What follows belongs to an exercise in optimizing a design on an open flow for small area and a short achievable clock period; a production flow would make more cautious choices.
RTL that was checked went through simulation tests only; none was proved equivalent to the original.
No functional check of the RTL was part of runs 2 and 3.

==> flow/design.v, too long to show whole: its modules and the start of the top module <==
// module fir: 1351 lines
// module fir_fa: 3 lines
// module fir_ha: 3 lines
module fir(
	input			clk_100k,
	input			rst_n,
	input 	signed [8:0]	samp_in,
	output 	signed [8:0]	fir_out
);
  // ...
==> flow/flow/run.sh <==
#!/bin/bash
# The standard layout (standard.sh), with repair_timing asked to keep a setup margin:
# the constraints are unchanged, the margin only makes the timing repair work harder.
set -euo pipefail
MARGIN=${MARGIN:-11.5}
sed "s|\"\${@:-finish}\"|SETUP_SLACK_MARGIN=$MARGIN \"\${@:-finish}\"|" standard.sh > margin.sh
grep -q "SETUP_SLACK_MARGIN=$MARGIN" margin.sh
bash margin.sh > layout.log 2>&1
==> flow/standard.sh <==
#!/bin/bash
# synth_recipe.tcl (not shown) runs the flow's synth.tcl, then flattens the netlist and writes it again
# the make line also repeats each setting of config.mk as NAME=value (left out here)
make -C /OpenROAD-flow-scripts/flow DESIGN_CONFIG=/design/flow/config.mk WORK_HOME=/design/flow/orfs CLKGATE_MAP_FILE= SYNTH_SCRIPT=/design/flow/synth_recipe.tcl "${@:-finish}"
==> flow/config.mk <==
export PLATFORM = sky130hd
export DESIGN_NAME = fir
export DESIGN_NICKNAME = fir
export VERILOG_FILES = /design/flow/design.v
export SDC_FILE = /design/flow/constraint.sdc
export NUM_CORES = 4
export LEC_CHECK = 0
export CAP_MARGIN = 20
export CORE_MARGIN = 2
export CORE_UTILIZATION = 65
export CTS_BUF_LIST = sky130_fd_sc_hd__clkbuf_4 sky130_fd_sc_hd__clkbuf_8
export SLEW_MARGIN = 20
export SYNTH_HIERARCHICAL = 1
export SYNTH_MINIMUM_KEEP_SIZE = 0
==> flow/constraint.sdc <==
create_clock -name core_clock -period 16.0 [get_ports {clk_100k}]
set_input_delay 3.2000 -clock core_clock [delete_from_list [all_inputs] [get_ports {clk_100k}]]
set_output_delay 3.2000 -clock core_clock [all_outputs]
set_load 0.01 [all_outputs]
==> metrics.yaml, run 1 <==
critical_path:
  rrSetupSlack_ns: 10.67
  crit_type: "in2reg"
  crit_fanout: 2
  worst_path_max_delay_cell: "fa_1"
  critPathCapture: "oh[8]$_DFF_PN0_"
sta:
  finalSetupViolCount: 0
  holdWs_ns: 0.353
  skew_ns: 0.0420
synthesis:
  synth_enable_flop_cells: 0
  yosys.area_share.adder_pct: 55.8
  async_flop_share_pct: 100
  syn_avg_cell_area_um2: 14.1
  ys_ff_latch: 257
  synth_compound_area_share_pct: 3.87
  yosys.area.top_type: "fa_1"
die:
  die_area_um2: 35400
global_routing:
  busiest_layer: "met2"
layout:
  post_layout_nonfiller_instances: 2228
  buffers: 134
  most-common-layout-cells: "fa_1, inv_1, dfrtp_1"
  final-nonclk-buf-share_pct: 4.46
  largest_class: "multi-input gates"
  multiInputGateArea_um2: 16100
clock_tree:
  clockBufferDepth: 3
outcome:
  outcome: "timing/DRC/antenna clean"
placed_design:
  dp_cells: 2046
==> inputs of run 2 (changes only) <==
--- a/flow/design.v
+++ b/flow/design.v
@@ -18,3 +18,3 @@
 wire h2_1_s, h2_1_c;
-assign {h2_1_c, h2_1_s} = 1'b1 + x7[0] + u2_7[0];
+fir_fa h2_1_fa (1'b1, x7[0], u2_7[0], h2_1_s, h2_1_c);
 wire h2_2_s, h2_2_c;
@@ -22,3 +22,3 @@
 wire h2_3_s, h2_3_c;
-assign {h2_3_c, h2_3_s} = 1'b1 + x7[1] + x17[0];
+fir_fa h2_3_fa (1'b1, x7[1], x17[0], h2_3_s, h2_3_c);
 wire h2_4_s, h2_4_c;
@@ -92,3 +92,3 @@
 wire h2_38_s, h2_38_c;
-assign {h2_38_c, h2_38_s} = 1'b1 + x7[6] + x7[3];
+fir_fa h2_38_fa (1'b1, x7[6], x7[3], h2_38_s, h2_38_c);
 wire h2_39_s, h2_39_c;
@@ -118,3 +118,3 @@
 wire h2_51_s, h2_51_c;
-assign {h2_51_c, h2_51_s} = 1'b1 + x7[7] + x7[4];
+fir_fa h2_51_fa (1'b1, x7[7], x7[4], h2_51_s, h2_51_c);
 wire h2_52_s, h2_52_c;
@@ -246,3 +246,3 @@
 wire h2_115_s, h2_115_c;
-assign {h2_115_c, h2_115_s} = 1'b1 + x7[3] + x7[0];
+fir_fa h2_115_fa (1'b1, x7[3], x7[0], h2_115_s, h2_115_c);
 wire h2_116_s, h2_116_c;
@@ -350,3 +350,3 @@
 wire h2_167_s, h2_167_c;
-assign {h2_167_c, h2_167_s} = 1'b1 + x7[6] + x7[3];
+fir_fa h2_167_fa (1'b1, x7[6], x7[3], h2_167_s, h2_167_c);
 wire h2_168_s, h2_168_c;
@@ -384,3 +384,3 @@
 wire h2_184_s, h2_184_c;
-assign {h2_184_c, h2_184_s} = 1'b1 + x7[7] + x7[4];
+fir_fa h2_184_fa (1'b1, x7[7], x7[4], h2_184_s, h2_184_c);
 wire h2_185_s, h2_185_c;
@@ -418,3 +418,3 @@
 wire h2_201_s, h2_201_c;
-assign {h2_201_c, h2_201_s} = 1'b1 + x7[5] + x7[3];
+fir_fa h2_201_fa (1'b1, x7[5], x7[3], h2_201_s, h2_201_c);
 wire h2_202_s, h2_202_c;
@@ -450,3 +450,3 @@
 wire h2_217_s, h2_217_c;
-assign {h2_217_c, h2_217_s} = 1'b1 + x7[6] + x7[4];
+fir_fa h2_217_fa (1'b1, x7[6], x7[4], h2_217_s, h2_217_c);
 wire h2_218_s, h2_218_c;
@@ -478,3 +478,3 @@
 wire h2_231_s, h2_231_c;
-assign {h2_231_c, h2_231_s} = 1'b1 + x7[7] + x7[5];
+fir_fa h2_231_fa (1'b1, x7[7], x7[5], h2_231_s, h2_231_c);
 wire h2_232_s, h2_232_c;
@@ -536,3 +536,3 @@
 wire h2_260_s, h2_260_c;
-assign {h2_260_c, h2_260_s} = 1'b1 + u2_6[8] + u2_7[8];
+fir_fa h2_260_fa (1'b1, u2_6[8], u2_7[8], h2_260_s, h2_260_c);
 wire h2_261_s, h2_261_c;
@@ -556,3 +556,3 @@
 wire h2_270_s, h2_270_c;
-assign {h2_270_c, h2_270_s} = 1'b1 + {~h2_266_c} + h2_267_c;
+fir_fa h2_270_fa (1'b1, {~h2_266_c}, h2_267_c, h2_270_s, h2_270_c);
 wire h2_271_s, h2_271_c;
@@ -562,3 +562,3 @@
 wire h1_2_s, h1_2_c;
-assign {h1_2_c, h1_2_s} = 1'b1 + rq2_1_0 + h1_1_c;
+fir_fa h1_2_fa (1'b1, rq2_1_0, h1_1_c, h1_2_s, h1_2_c);
 wire h1_3_s, h1_3_c;
@@ -574,3 +574,3 @@
 wire h1_8_s, h1_8_c;
-assign {h1_8_c, h1_8_s} = 1'b1 + u1_2[1] + u1_3[3];
+fir_fa h1_8_fa (1'b1, u1_2[1], u1_3[3], h1_8_s, h1_8_c);
 wire h1_9_s, h1_9_c;
@@ -584,3 +584,3 @@
 wire h1_13_s, h1_13_c;
-assign {h1_13_c, h1_13_s} = 1'b1 + u1_2[2] + u1_2[0];
+fir_fa h1_13_fa (1'b1, u1_2[2], u1_2[0], h1_13_s, h1_13_c);
 wire h1_14_s, h1_14_c;
@@ -598,3 +598,3 @@
 wire h1_20_s, h1_20_c;
-assign {h1_20_c, h1_20_s} = 1'b1 + u1_2[3] + u1_2[1];
+fir_fa h1_20_fa (1'b1, u1_2[3], u1_2[1], h1_20_s, h1_20_c);
 wire h1_21_s, h1_21_c;
@@ -634,3 +634,3 @@
 wire h1_38_s, h1_38_c;
-assign {h1_38_c, h1_38_s} = 1'b1 + rq2_7_0 + {~rq2_7_1};
+fir_fa h1_38_fa (1'b1, rq2_7_0, {~rq2_7_1}, h1_38_s, h1_38_c);
 wire h1_39_s, h1_39_c;
@@ -658,3 +658,3 @@
 wire h1_50_s, h1_50_c;
-assign {h1_50_c, h1_50_s} = 1'b0 + rq2_8_0 + rq2_8_1;
+fir_fa h1_50_fa (1'b0, rq2_8_0, rq2_8_1, h1_50_s, h1_50_c);
 wire h1_51_s, h1_51_c;
@@ -684,3 +684,3 @@
 wire h1_63_s, h1_63_c;
-assign {h1_63_c, h1_63_s} = 1'b0 + rq2_9_0 + h1_50_c;
+fir_fa h1_63_fa (1'b0, rq2_9_0, h1_50_c, h1_63_s, h1_63_c);
 wire h1_64_s, h1_64_c;
@@ -806,3 +806,3 @@
 wire h1_124_s, h1_124_c;
-assign {h1_124_c, h1_124_s} = 1'b1 + rq2_13_0 + {~rq2_13_1};
+fir_fa h1_124_fa (1'b1, rq2_13_0, {~rq2_13_1}, h1_124_s, h1_124_c);
 wire h1_125_s, h1_125_c;
@@ -838,3 +838,3 @@
 wire h1_140_s, h1_140_c;
-assign {h1_140_c, h1_140_s} = 1'b1 + {~rq2_14_0} + rq2_14_1;
+fir_fa h1_140_fa (1'b1, {~rq2_14_0}, rq2_14_1, h1_140_s, h1_140_c);
 wire h1_141_s, h1_141_c;
@@ -894,3 +894,3 @@
 wire h1_168_s, h1_168_c;
-assign {h1_168_c, h1_168_s} = 1'b1 + rq2_16_0 + rq2_16_1;
+fir_fa h1_168_fa (1'b1, rq2_16_0, rq2_16_1, h1_168_s, h1_168_c);
 wire h1_169_s, h1_169_c;
@@ -918,3 +918,3 @@
 wire h1_180_s, h1_180_c;
-assign {h1_180_c, h1_180_s} = 1'b1 + rq2_17_0 + rq2_17_1;
+fir_fa h1_180_fa (1'b1, rq2_17_0, rq2_17_1, h1_180_s, h1_180_c);
 wire h1_181_s, h1_181_c;
@@ -960,3 +960,3 @@
 wire h1_201_s, h1_201_c;
-assign {h1_201_c, h1_201_s} = 1'b1 + rq2_19_0 + rq2_19_1;
+fir_fa h1_201_fa (1'b1, rq2_19_0, rq2_19_1, h1_201_s, h1_201_c);
 wire h1_202_s, h1_202_c;
@@ -1002,3 +1002,3 @@
 wire h1_222_s, h1_222_c;
-assign {h1_222_c, h1_222_s} = 1'b1 + rq2_22_0 + rq2_22_1;
+fir_fa h1_222_fa (1'b1, rq2_22_0, rq2_22_1, h1_222_s, h1_222_c);
 wire h1_223_s, h1_223_c;
@@ -1016,3 +1016,3 @@
 wire h0_1_s, h0_1_c;
-assign {h0_1_c, h0_1_s} = 1'b0 + x0[0] + rq1_3_1;
+fir_fa h0_1_fa (1'b0, x0[0], rq1_3_1, h0_1_s, h0_1_c);
 wire h0_2_s, h0_2_c;
@@ -1042,3 +1042,3 @@
 wire h0_14_s, h0_14_c;
-assign {h0_14_c, h0_14_s} = 1'b0 + x0[5] + rq1_8_1;
+fir_fa h0_14_fa (1'b0, x0[5], rq1_8_1, h0_14_s, h0_14_c);
 wire h0_15_s, h0_15_c;
@@ -1050,3 +1050,3 @@
 wire h0_18_s, h0_18_c;
-assign {h0_18_c, h0_18_s} = 1'b0 + x0[6] + rq1_9_0;
+fir_fa h0_18_fa (1'b0, x0[6], rq1_9_0, h0_18_s, h0_18_c);
 wire h0_19_s, h0_19_c;
@@ -1060,3 +1060,3 @@
 wire h0_23_s, h0_23_c;
-assign {h0_23_c, h0_23_s} = 1'b0 + x0[7] + rq1_10_0;
+fir_fa h0_23_fa (1'b0, x0[7], rq1_10_0, h0_23_s, h0_23_c);
 wire h0_24_s, h0_24_c;
@@ -1090,3 +1090,3 @@
 wire h0_38_s, h0_38_c;
-assign {h0_38_c, h0_38_s} = 1'b1 + x0[3] + rq1_13_0;
+fir_fa h0_38_fa (1'b1, x0[3], rq1_13_0, h0_38_s, h0_38_c);
 wire h0_39_s, h0_39_c;
@@ -1100,3 +1100,3 @@
 wire h0_43_s, h0_43_c;
-assign {h0_43_c, h0_43_s} = 1'b1 + x0[4] + rq1_14_1;
+fir_fa h0_43_fa (1'b1, x0[4], rq1_14_1, h0_43_s, h0_43_c);
 wire h0_44_s, h0_44_c;
@@ -1110,3 +1110,3 @@
 wire h0_48_s, h0_48_c;
-assign {h0_48_c, h0_48_s} = 1'b0 + rq1_15_0 + rq1_15_1;
+fir_fa h0_48_fa (1'b0, rq1_15_0, rq1_15_1, h0_48_s, h0_48_c);
 wire h0_49_s, h0_49_c;
@@ -1128,3 +1128,3 @@
 wire h0_57_s, h0_57_c;
-assign {h0_57_c, h0_57_s} = 1'b0 + rq1_17_0 + rq1_17_1;
+fir_fa h0_57_fa (1'b0, rq1_17_0, rq1_17_1, h0_57_s, h0_57_c);
 wire h0_58_s, h0_58_c;
@@ -1136,3 +1136,3 @@
 wire h0_61_s, h0_61_c;
-assign {h0_61_c, h0_61_s} = 1'b0 + x0[8] + rq1_18_1;
+fir_fa h0_61_fa (1'b0, x0[8], rq1_18_1, h0_61_s, h0_61_c);
 wire h0_62_s, h0_62_c;
@@ -1148,3 +1148,3 @@
 wire h0_67_s, h0_67_c;
-assign {h0_67_c, h0_67_s} = 1'b1 + {~rq1_20_0} + rq1_20_1;
+fir_fa h0_67_fa (1'b1, {~rq1_20_0}, rq1_20_1, h0_67_s, h0_67_c);
 wire h0_68_s, h0_68_c;
@@ -1152,3 +1152,3 @@
 wire h0_69_s, h0_69_c;
-assign {h0_69_c, h0_69_s} = 1'b1 + rq1_21_0 + {~rq1_21_1};
+fir_fa h0_69_fa (1'b1, rq1_21_0, {~rq1_21_1}, h0_69_s, h0_69_c);
 wire h0_70_s, h0_70_c;
@@ -1156,3 +1156,3 @@
 wire h0_71_s, h0_71_c;
-assign {h0_71_c, h0_71_s} = 1'b1 + rq1_22_0 + rq1_22_1;
+fir_fa h0_71_fa (1'b1, rq1_22_0, rq1_22_1, h0_71_s, h0_71_c);
 wire h0_72_s, h0_72_c;
@@ -1160,3 +1160,3 @@
 wire h0_73_s, h0_73_c;
-assign {h0_73_c, h0_73_s} = 1'b1 + rq1_23_0 + rq1_23_1;
+fir_fa h0_73_fa (1'b1, rq1_23_0, rq1_23_1, h0_73_s, h0_73_c);
 wire h0_74_s, h0_74_c;
@@ -1166,5 +1166,4 @@
 wire [24:0] fb = {h0_75_s, h0_72_c, 1'b0, h0_68_c, h0_66_c, {~h0_64_c}, 1'b0, h0_56_c, h0_56_s, h0_47_c, 1'b0, {~h0_37_c}, 1'b0, h0_27_c, h0_27_s, 1'b0, h0_13_c, 1'b0, h0_7_c, 1'b0, h0_4_s, samp_in[2], samp_in[1], samp_in[0], rq1_0_1};
-wire [16:0] lo = {1'b0, fa[15:0]} + {1'b0, fb[15:0]};
-wire [8:0] hs = fa[24:16] + fb[24:16];
-reg [8:0] oh;
+wire [8:0] lo = {1'b0, fa[7:0]} + {1'b0, fb[7:0]};
+reg [16:0] oa, ob;
 reg oc;
@@ -1258,3 +1257,3 @@
 		rq1_24_0 <= 1'b0;
-		oh <= 9'd0; oc <= 1'b0;
+		oa <= 17'd0; ob <= 17'd0; oc <= 1'b0;
 	end else begin
@@ -1346,7 +1345,7 @@
 		rq1_24_0 <= h1_229_s;
-		oh <= hs; oc <= lo[16];
+		oa <= fa[24:8]; ob <= fb[24:8]; oc <= lo[8];
 	end
 end
-wire [8:0] s = oh + {{8{1'b0}}, oc};
-assign fir_out = s[8:0];
+wire [16:0] s = oa + ob + {{16{1'b0}}, oc};
+assign fir_out = s[16:8];
 endmodule
==> flow/run.sh (new file) <==
#!/bin/bash
# synth_recipe.tcl (not shown) runs the flow's synth.tcl, then flattens the netlist and writes it again
# the make line also repeats each setting of config.mk as NAME=value (left out here)
make -C /OpenROAD-flow-scripts/flow DESIGN_CONFIG=/design/flow/config.mk WORK_HOME=/design/flow/orfs CLKGATE_MAP_FILE= SYNTH_SCRIPT=/design/flow/synth_recipe.tcl finish
--- a/flow/config.mk
+++ b/flow/config.mk
@@ -10,3 +10,2 @@
 export CORE_UTILIZATION = 65
-export CTS_BUF_LIST = sky130_fd_sc_hd__clkbuf_4 sky130_fd_sc_hd__clkbuf_8
 export SLEW_MARGIN = 20
removed: flow/flow/run.sh
removed: flow/standard.sh
==> run 2 against run 1 <==
Non-clock buffer count shrank 79; register-to-register slack lost 0.64 ns; design area shrank 6.5%; count of clock-buffer cells in the layout shrank 28; sequential cell count grew 20; highest routed layer unchanged; critical path depth shrank 6; die area grew 1.9%; final cell count shrank 7.2%.
==> metrics.yaml, run 2 <==
placed_design:
  gp_congestion: 1.00
  dp_slack_ns: 10.15
  hpwlAfterDp_mm: 43.8
  dp_cells: 2007  # -1.9%
  io_buffers: 19
detailed_routing:
  vias: 11800
  wl_per_cell_um: 25.8
  first_pass_iters: 5
  routed_wl_mm: 53.3
  route.detailed.drc: 0
  drtIter0Drc: 570
  vias_per_cell: 5.70
  antenna_left: 0
layout:
  area_growth_pct: 10.5
  post_layout_nonfiller_instances: 2067  # -7.2%
  max_flop_register: "oa"
  ff_latch_area_um2: 6970
  diodes: 0
  nets: 2267
  multiInputGateArea_um2: 14900  # -7.4%
  most-common-layout-cells: "fa_1, dfrtp_1, inv_1"
  filler_cell_count: 2268
  final_common_cell: "fa_1"
  largest_reg_flops: 17
  final_layout_size_suffix_gt1_share_pct: 9.37
  largestRegisters: "oa (17), ob (12)"
synthesis:
  synth_compound_area_share_pct: 4.71  # +0.83 points
  syn_avg_cell_area_um2: 15.4  # +8.6%
  synth.area.mux_share_pct: 0
  ys_types: 48
  yosys_warnings: 7
  synthSimpleGateAreaFrac_pct: 2.36
  synth_top_family_by_area: "adder cells"
  yosys.area.top_type_share_pct: 50.0
  async_flop_share_pct: 100  # unchanged
  syn_inst: 1462
  synth_seq_area_share_pct: 31.0
  synth_area_leaders: "fa_1, dfrtp_1, ha_1"
  netlist_area_um2: 22500
  synth-main-ff-cell: "dfrtp_1"
  ys_top_cells_by_count: "fa_1, dfrtp_1, inv_1"
  yosys.area.top_type: "fa_1"
  synth_enable_flop_cells: 0  # unchanged
  ys_ff_latch: 277  # +7.8%
  yosys.area_share.adder_pct: 56.0  # +0.13 points
  synth-xor-area-share_pct: 2.61
  yosysMostFrequentCell: "fa_1"
clock_tree:
  cts_hold_buf: 0
  cts_setup_buffers: 0
  h-tree-depth: 2
  post_cts_resized: 0
  clockBufferDepth: 3  # unchanged
  cts_tree: "done"
  clk_pin_slew_ns: 0.06
  clock_sinks: 277
  clk_latency_ns: 0.55
  numCtsBuffers: 34
  clockRootBuffer: "clkbuf_16"
critical_path:
  slowest_delay_ns: 0.56
  critical-path-top-delay-family: "compound AO/OA/AOI/OAI gates"
  timing.rr.start: "x5[1]$_DFF_PN0_"
  crit_fanout: 5  # +3
  worst_setup_path_start_kind: "flop"
  worst_path_max_delay_cell: "clkdlybuf4s50_1"
  worst-endpoint-arrival_ns: 2.96
  rr_endpoint: "rq2_15_0$_DFF_PN0_"
  rr_worst_depth: 13
  crit_type: "reg2out"
  critical_path_buf_inv_count: 1
  worst_setup_path_end_kind: "primary output"
  cp_cell_sequence: "ha_1 -> a211oi_2 -> o31ai_4 -> a2111oi_2 -> nor3_1 -> xnor2_1 -> clkdlybuf4s50_1"
  crit_required_ns: 12.80
  rrSetupSlack_ns: 10.03  # -0.64 ns
min_path:
  whs_endpoint: "x13[5]$_DFF_PN0_"
  holdPathStages: 0
  holdCritStartpoint: "x12[5]$_DFF_PN0_"
  hp-class: "reg2reg"
sta:
  tightest_slew_ns: 1.14
  fin_ws_ns: 9.84
  tns_ns: 0
  finalCriticalPeriod_ns: 6.16
  finalSetupViolCount: 0  # unchanged
  maxSlewViolCount: 0
  rsz0062_at_grt: "no"
  fmax_ghz: 0.162
  skew_ns: 0.0225  # -0.0195 ns
  hold_viol: 0
  maxSlewHeadroom_pct: 23.5
  period_share_pct: 38.5
job:
  maxCapViolCount: 0
die:
  die_area_um2: 36100  # +1.9%
  die_h_um: 190
  io_pins: 20
  die_w_um: 190
  core_area_um2: 34300
  start_util_pct: 65.5
  rows: 68
global_routing:
  grt_antenna_before_repair: 0
  track_usage_pct: 32.6
  first_global_vias: 14100
  grt_pass1_wl_mm: 82.9
  grt_max_degree: 106
  grt-ovfl-total: 0
outcome:
  outcome: "timing/DRC/antenna clean"
## run 2: worst register-to-register path, cell delays in order, from the launching register on
cell and delay, ns:
dfrtp_1 0.44, ha_1 0.31, a21o_1 0.11, a21oi_1 0.09, o21ai_0 0.87, o221ai_1 0.37, a31o_2 0.43, fa_1 0.60
fa_1 0.44, fa_1 0.47, fa_1 0.40, fa_1 0.43, fa_1 0.43, fa_1 0.44
## run 2: final cells by class
cell class	count	share of cell area, %
Clock buffer	43	3.69
Inverter	196	2.97
Multi-Input combinational cell	1024	60.0
Tap cell	455	2.29
Timing Repair Buffer	55	1.88
Sequential cell	277	28.1
Clock inverter	17	1.08
## run 2: cell families (layout without fill, tap and decap cells)
family,after synthesis,in the layout
XOR/XNOR,67,67
other,2,38
buffers and inverters,197,311
adder cells (fa/ha/maj),668,668
flip-flops,277,277
AND/OR/NAND/NOR,116,116
AO/OA/AOI/OAI,135,135
## run 2: worst max path at each step
stage / start / endpoint / slack [ns] / depth (start not counted)
after floorplan: x1[1]$_DFF_PN0_ / rq1_11_0$_DFF_PN1_ / 10.28 / 14
after global placement: x3[1]$_DFF_PN0_ / rq1_11_0$_DFF_PN1_ / 10.20 / 13
after detailed placement: x0[0]$_DFF_PN0_ / rq1_11_0$_DFF_PN1_ / 10.15 / 15
after CTS: oa[0]$_DFF_PN0_ / fir_out[8] / 9.78 / 7
after global routing: oa[0]$_DFF_PN0_ / fir_out[8] / 9.71 / 7
final: oa[0]$_DFF_PN0_ / fir_out[8] / 9.84 / 7
## run 2: per-module statistics from Yosys (local to each module, per instance)
module  flip-flops and latches  times used  cells
fir                        277           1    890
fir_fa                       0         553      1
fir_ha                       0          19      1
## run 2: stage by stage
stage | util [%] | hold slack, ns | instance area (um^2)
6_report | 72.4 | 0.349 | 24800
5_1_grt | 72.4 | 0.354 | 24800
4_1_cts | 72.4 | 0.351 | 24800
3_5_place_dp | 68.9 | 0.338 | 23600
3_3_place_gp | 68.9 | 0.332 | 23600
2_1_floorplan | - | 0.331 | 22600
## run 2: routing by layer
layer | global-route usage (%) | share of wire [%]
met1 | 40.2 | 38
met2 | 55.7 | 51
met3 | 6.42 | 5.0
met4 | 16.0 | 5.8
met5 | 0 | 0
==> inputs of run 3 (changes only) <==
==> flow/flow/run.sh (new file) <==
#!/bin/bash
# The standard layout (standard.sh), with repair_timing asked to keep a setup margin:
# the constraints are unchanged, the margin only makes the timing repair work harder.
set -euo pipefail
MARGIN=${MARGIN:-11}
sed "s|\"\${@:-finish}\"|SETUP_SLACK_MARGIN=$MARGIN \"\${@:-finish}\"|" standard.sh > margin.sh
grep -q "SETUP_SLACK_MARGIN=$MARGIN" margin.sh
bash margin.sh > layout.log 2>&1
==> flow/standard.sh (new file) <==
#!/bin/bash
# synth_recipe.tcl (not shown) runs the flow's synth.tcl, then flattens the netlist and writes it again
# the make line also repeats each setting of config.mk as NAME=value (left out here)
make -C /OpenROAD-flow-scripts/flow DESIGN_CONFIG=/design/flow/config.mk WORK_HOME=/design/flow/orfs CLKGATE_MAP_FILE= SYNTH_SCRIPT=/design/flow/synth_recipe.tcl "${@:-finish}"
removed: flow/run.sh
==> run 3 against run 2 <==
Register-to-register slack better by 0.56 ns; count of clock-buffer cells in the layout down 5; worst setup slack better by 0.57 ns; die area unchanged; wire length up 3.2%; final cell count up 2.8%.
==> metrics.yaml, run 3 <==
outcome:
  outcome: "timing/DRC/antenna clean"
job:
  maxCapViolCount: 0  # unchanged
die:
  die_w_um: 190  # unchanged
  rows: 68  # unchanged
  start_util_pct: 65.5  # unchanged
  io_pins: 20  # unchanged
  die_area_um2: 36100  # unchanged
  core_area_um2: 34300  # unchanged
  die_h_um: 190  # unchanged
sta:
  finalSetupViolCount: 0  # unchanged
  maxSlewHeadroom_pct: 28.6  # +5.1 points
  rsz0062_at_grt: "yes"
  period_share_pct: 34.9  # -3.6 points
  holdWs_ns: 0.348  # -0.000159 ns
  hold_viol: 0  # unchanged
  finalCriticalPeriod_ns: 5.59  # -0.572 ns
  fmax_ghz: 0.179  # +10%
  tns_ns: 0  # unchanged
  tightest_slew_ns: 1.06  # -0.0795 ns
  maxSlewViolCount: 0  # unchanged
  skew_ns: 0.0473  # +0.0248 ns
clock_tree:
  clk_pin_slew_ns: 0.06  # about the same
  clk_latency_ns: 0.59  # +0.04 ns
  clockBufferDepth: 3  # unchanged
  numCtsBuffers: 29  # -15%
  clock_sinks: 277  # unchanged
  h-tree-depth: 1  # -1
  cts_tree: "done"
  cts_hold_buf: 0  # unchanged
  clockRootBuffer: "clkbuf_16"
synthesis:
  synth_seq_area_share_pct: 31.0  # unchanged
  syn_avg_cell_area_um2: 15.4  # unchanged
  ys_types: 48  # unchanged
  yosys.area.top_type: "fa_1"
  ys_ff_latch: 277  # unchanged
  synth_enable_flop_cells: 0  # unchanged
  async_flop_share_pct: 100  # unchanged
  yosys_warnings: 7  # unchanged
  yosys.area.top_type_share_pct: 50.0  # unchanged
  syn_inst: 1462  # unchanged
  synth_area_leaders: "fa_1, dfrtp_1, ha_1"
  synth-main-ff-cell: "dfrtp_1"
  yosysMostFrequentCell: "fa_1"
  netlist_area_um2: 22500  # unchanged
  ys_top_cells_by_count: "fa_1, dfrtp_1, inv_1"
detailed_routing:
  route.detailed.drc: 0  # unchanged
  routed_wl_mm: 54.9  # +3.2%
  wl_per_cell_um: 25.9  # +0.34%
  vias_per_cell: 5.71  # +0.23%
  first_pass_iters: 7  # +2
  antenna_left: 0  # unchanged
  drtIter0Drc: 665  # +17%
  vias: 12100  # +3.0%
global_routing:
  first_global_vias: 14300  # +1.6%
  grt-ovfl-total: 0  # unchanged
  grt_antenna_before_repair: 2  # +2
  grt_max_degree: 178  # +68%
  grt_pass1_wl_mm: 84.2  # +1.5%
  track_usage_pct: 32.8  # +0.19 points
critical_path:
  crit_required_ns: 12.80  # about the same
  slowest_delay_ns: 0.36  # -0.20 ns
  cp_cell_sequence: "ha_1 -> a211oi_2 -> o31ai_4 -> buf_6 -> a2111oi_4 -> nor3_2 -> xnor2_1 -> buf_2"
  worst_setup_path_end_kind: "primary output"
  worst_path_max_delay_cell: "dfrtp_1"
  crit_type: "reg2out"
  crit_fanout: 5  # unchanged
  worst-endpoint-arrival_ns: 2.39  # -0.57 ns
  cp-startpoint: "ob[0]$_DFF_PN0_"
  timing.rr.start: "x1[0]$_DFF_PN0_"
  worst_setup_path_start_kind: "flop"
  rrSetupSlack_ns: 10.59  # +0.56 ns
layout:
  nets: 2326  # +2.6%
  max_flop_register: "oa"
  stdcell_area_um2: 26500  # +6.6%
  diodes: 0  # unchanged
  most-common-layout-cells: "fa_1, dfrtp_1, inv_1"
  ff_latch_area_um2: 6980  # about the same
  multiInputGateArea_um2: 16200  # +8.9%
  final_common_cell: "fa_1"
  area_growth_pct: 17.8
  final_layout_size_suffix_gt1_share_pct: 28.0  # +19 points
  largestRegisters: "oa (17), ob (12)"
  largest_reg_flops: 17  # unchanged
  filler_cell_count: 1997  # -12%
min_path:
  hp-class: "reg2reg"
  holdCritStartpoint: "x12[5]$_DFF_PN0_"
placed_design:
  io_buffers: 19  # unchanged
  dpl_cell_area_um2: 23700  # +0.19%
  hpwlAfterDp_mm: 43.7  # -0.16%
  gp_congestion: 1.02  # +2.3%
## run 3: cell counts after synthesis
No cell type changed its count.
## run 3: critical path, delay by kind of cell, from the launching register on
family	cells	cell delay, ns
DFF	1	0.36
adders and majority gates	1	0.30
xor gates and xnor gates	1	0.13
AOI/OAI and AO/OA	3	0.63
buffers and inverters	2	0.29
and+or+nand+nor	1	0.08
## run 3: final timing paths
check                      cells after the start                 end
setup / recovery                               8          fir_out[8]
hold / removal                                 0    x13[5]$_DFF_PN0_
setup reg to reg                              17  rq1_11_0$_DFF_PN1_
hold reg to reg                                0    x13[5]$_DFF_PN0_
max in group asynchronous                      2     x3[1]$_DFF_PN0_
min in group asynchronous                      1    oa[14]$_DFF_PN0_
## run 3: metal layers
metal	vias to the layer above	wire [um]	track usage, %
li1	4938	-	-
met1	6601	20500	41.2
met2	431	27900	55.8
met3	162	2990	5.28
met4	0	3490	16.8
met5	-	0	0
## run 3: per-module statistics from Yosys (local to each module, per instance)
module	flip-flops and latches	times used
fir	277	1
fir_fa	0	553
fir_ha	0	19
## run 3: through the flow
stage | utilization (%) | worst slack (ns) | std cells
finish | 77.2 | 10.41 | 2125
global route | 77.2 | 10.31 | 2125
CTS | 75.8 | 10.40 | 2097
detailed placement | 69.0 | 10.24 | 1993
global placement | 69.0 | 10.26 | 1993
floorplan | - | 10.69 | 1498
## run 3: what timing repair did
item	in CTS	in global routing
setup buffers	50	28
gates resized for setup	261	59
gates cloned	0	0
endpoints found under the setup margin	62	53
pin swaps	100	55
## run 3: cell families after synthesis
group | count (synthesis) | share of synthesized area, %
adder cells (fa/ha/maj) | 668 | 56.0
buffers and inverters | 197 | 3.30
AO/OA/AOI/OAI | 135 | 4.71
flip-flops | 277 | 31.0
other | 2 | 0.0334
AND/OR/NAND/NOR | 116 | 2.36
XOR/XNOR | 67 | 2.61
## run 3: cell type report
type	instances	area share, %
Clock buffer	38	3.02
Clock inverter	16	0.634
Inverter	196	2.78
Multi-Input combinational cell	1024	61.3
Sequential cell	277	26.4
Tap cell	455	2.15
Timing Repair Buffer	119	3.79

==> static timing again, ports no longer ideal <==
The results above use ideal ports. As a check the final layouts listed here were re-extracted and re-timed, cells and wires unchanged. Step 1 assumes that a clkbuf_16 drives the clock port and a buf_2 every other input. Step 2 moves the port delays by t, midway between the first and last clock arrival at a register: inputs arrive t later, outputs are due t later. That takes back most of the time a late clock gives input paths. Three values: ideal, step 1, step 2; two values: the first two.
run | t, ns | setup slack, ns | worst setup path at the end
run 1 | 0.680 | 10.579 / 10.580 / 9.900 | input to register
run 2 | 0.599 | 9.842 / 9.785 / 10.027 | register to register
run 3 | 0.625 | 10.414 / 10.357 / 10.497 | input to register
After both steps setup and hold are still met in every run listed. For run 1, which loses most, drivers alone change the setup slack by +0.001 ns; drivers and shift together by -0.679 ns.
